This is an optimization exercise on Yosys and OpenROAD, whose aim is small area, a short achievable clock period and few clock cycles, not a production implementation. Only simulation tests tie the RTL to the original design; equivalence was not proved. Power figures rest on the tool's default switching activity, not on a simulated workload.

Setup of violet:
## cpu
module cpu(
    input  wire         clk,
    input  wire         rstn,
    output wire [31:0]  imem_addr,
    input  wire [31:0]  imem_rdata,
    output wire [31:0]  dmem_addr,
    output wire         dmem_we,
    output wire [1:0]   dmem_mode,    
    output wire [31:0]  dmem_wdata,
    input  wire [31:0]  dmem_rdata
);
export LEC_CHECK = 0
export CAP_MARGIN = 20
export CORE_MARGIN = 2
export CORE_UTILIZATION = 55
export SETUP_SLACK_MARGIN = 5
export SLEW_MARGIN = 20
export SYNTH_HIERARCHICAL = 1
export SYNTH_MINIMUM_KEEP_SIZE = 0
create_clock -name core_clock -period 10.0 [get_ports {clk}]
standard.sh (not shown) runs the stock make flow with config.mk's settings and CLKGATE_MAP_FILE= SYNTH_SCRIPT=/design/flow/synth_recipe.tcl, a recipe that flattens the netlist after the stock synthesis.
==> flow/flow/run.sh <==
#!/bin/bash
# The standard layout (standard.sh, unchanged synthesis), with a stronger
# setup repair: repair_timing aims for 6.7 ns of slack at the design's 10 ns
# clock and may resize cells across footprints. Ports get buf_2 buffers.
# Each ORFS step writes its own log under orfs/logs/; make's output goes to flow.log.
set -o pipefail
bash standard.sh SETUP_SLACK_MARGIN=6.7 MATCH_CELL_FOOTPRINT=0 \
    "BUFFER_PORTS_ARGS=-buffer_cell sky130_fd_sc_hd__buf_2" finish > flow.log 2>&1
violet reached the final stage; the timing, DRC and antenna checks on its layout passed.
Testbench counts of violet, summed over its fixed seeds: cycles 42,196.
--- input diff violet..lagoon ---
==> flow/flow/run.sh <==
#!/bin/bash
# The standard layout (standard.sh, unchanged synthesis), with:
# - buf_2 port buffers;
# - clock tree sink clusters of up to 30 flip-flops within 60 um, and no
#   dummy loads.
# Each ORFS step writes its own log under orfs/logs/; make's output goes to flow.log.
set -o pipefail
bash standard.sh SETUP_SLACK_MARGIN=6.5 MATCH_CELL_FOOTPRINT=0 \
    "BUFFER_PORTS_ARGS=-buffer_cell sky130_fd_sc_hd__buf_2" \
    "CTS_ARGS=-sink_clustering_enable -repair_clock_nets -sink_clustering_size 30 -sink_clustering_max_diameter 60 -dont_use_dummy_load" \
    finish > flow.log 2>&1
==> summary.txt <==
- lagoon against violet: total power shrank by 11%, power density of the placed cells shrank by about 5.6%.
- Diff lagoon and violet: number of search-and-repair iterations in the first detailed-routing pass higher in lagoon
- Source-to-sink clock delay at the later pin of the worst-skew pair: lagoon vs violet down 20 ps
- Lower synthesis-to-finish area growth was reported by lagoon, not violet.
diff inputs: lagoon => ember
==> flow/flow/run.sh <==
#!/bin/bash
# The standard layout (standard.sh, unchanged synthesis), with a stronger
# setup repair: repair_timing aims for 6.5 ns of slack at the design's 10 ns
# clock and may resize cells across footprints. Ports get buf_2 buffers.
# Each ORFS step writes its own log under orfs/logs/; make's output goes to flow.log.
set -o pipefail
bash standard.sh SETUP_SLACK_MARGIN=6.5 MATCH_CELL_FOOTPRINT=0 \
    "BUFFER_PORTS_ARGS=-buffer_cell sky130_fd_sc_hd__buf_2" finish > flow.log 2>&1
Notes after the runs:
Summary — cell leakage power, ember relative to lagoon: higher, by 3.6%.
The data required time at the worst endpoint number comes out higher for ember vs lagoon.
ember vs lagoon, proportion of cell area occupied by registers went down by 1.1 points.
lagoon → ember: wire length on met3 saw little to no change; headroom to the max-slew limit has increased; number of multi-input logic gates held steady.
[inputs] tundra vs ember
==> flow/flow/run.sh <==
#!/bin/bash
# The standard layout (standard.sh, unchanged synthesis), with:
# - buf_2 port buffers;
# - clock tree sink clusters of up to 30 flip-flops within 60 um, and no
#   dummy loads.
# Each ORFS step writes its own log under orfs/logs/; make's output goes to flow.log.
set -o pipefail
bash standard.sh SETUP_SLACK_MARGIN=6.7 MATCH_CELL_FOOTPRINT=0 \
    "BUFFER_PORTS_ARGS=-buffer_cell sky130_fd_sc_hd__buf_2" \
    "CTS_ARGS=-sink_clustering_enable -repair_clock_nets -sink_clustering_size 30 -sink_clustering_max_diameter 60 -dont_use_dummy_load" \
    finish > flow.log 2>&1
## What came out
tundra and ember ended up with roughly the same routing usage on met3. Compared with ember, total power in tundra decreased by a few percent. Final period utilization delta for tundra relative to ember: 0.65 points higher. Between ember and tundra, the sequential cell area in the final layout figures differ only marginally. Proportion of power drawn by the clock network: ember and tundra compared, higher one is ember. tundra: no failed stages, no open violations at the end. Between ember and tundra, the number of multi-input combinational cells does not differ in any meaningful way. tundra: number of buffers added for setup after CTS higher than ember. NOTE non-clock buffer count ember->tundra increased by more than a quarter. Changes observed in tundra relative to ember: critical path depth was more or less identical; net load switching power went down by 2.7%; wire length went up by 4.4%.

==> separate check: timing with driven ports <==
No port has a modelled driver above. Below, the same layouts with a new extraction and two added sets of constraints.
Step 1 sets driving cells, clkbuf_16 on the clock port and buf_2 on the other inputs (assumed; they add their load-dependent delay and slew).
Step 2, shift: input delay + t, output delay - t, t = (earliest + latest rising clock arrival at the registers) / 2. This alone moves slack from input paths to output paths.
Slacks: ideal ports / drivers / drivers and shift; pairs: ideal ports / drivers.
run | t, ns | setup slack, ns | slew at the worst register clock pin (ns) | worst slew at a driven data input, ns | cell pins on the clock port's net
violet | 0.849 | 6.357 / 6.372 / 5.524 | 0.07 / 0.07 | 0.06 | 1
lagoon | 0.797 | 6.279 / 6.281 / 5.484 | 0.11 / 0.11 | 0.07 | 1
ember | 0.879 | 6.329 / 6.333 / 5.454 | 0.07 / 0.07 | 0.07 | 1
tundra | 0.810 | 6.264 / 6.280 / 5.470 | 0.09 / 0.09 | 0.06 | 1
After both steps every run listed still meets setup and hold. The setup slack of ember, which loses most, moves by +0.004 ns with the drivers and by -0.875 ns with both steps.
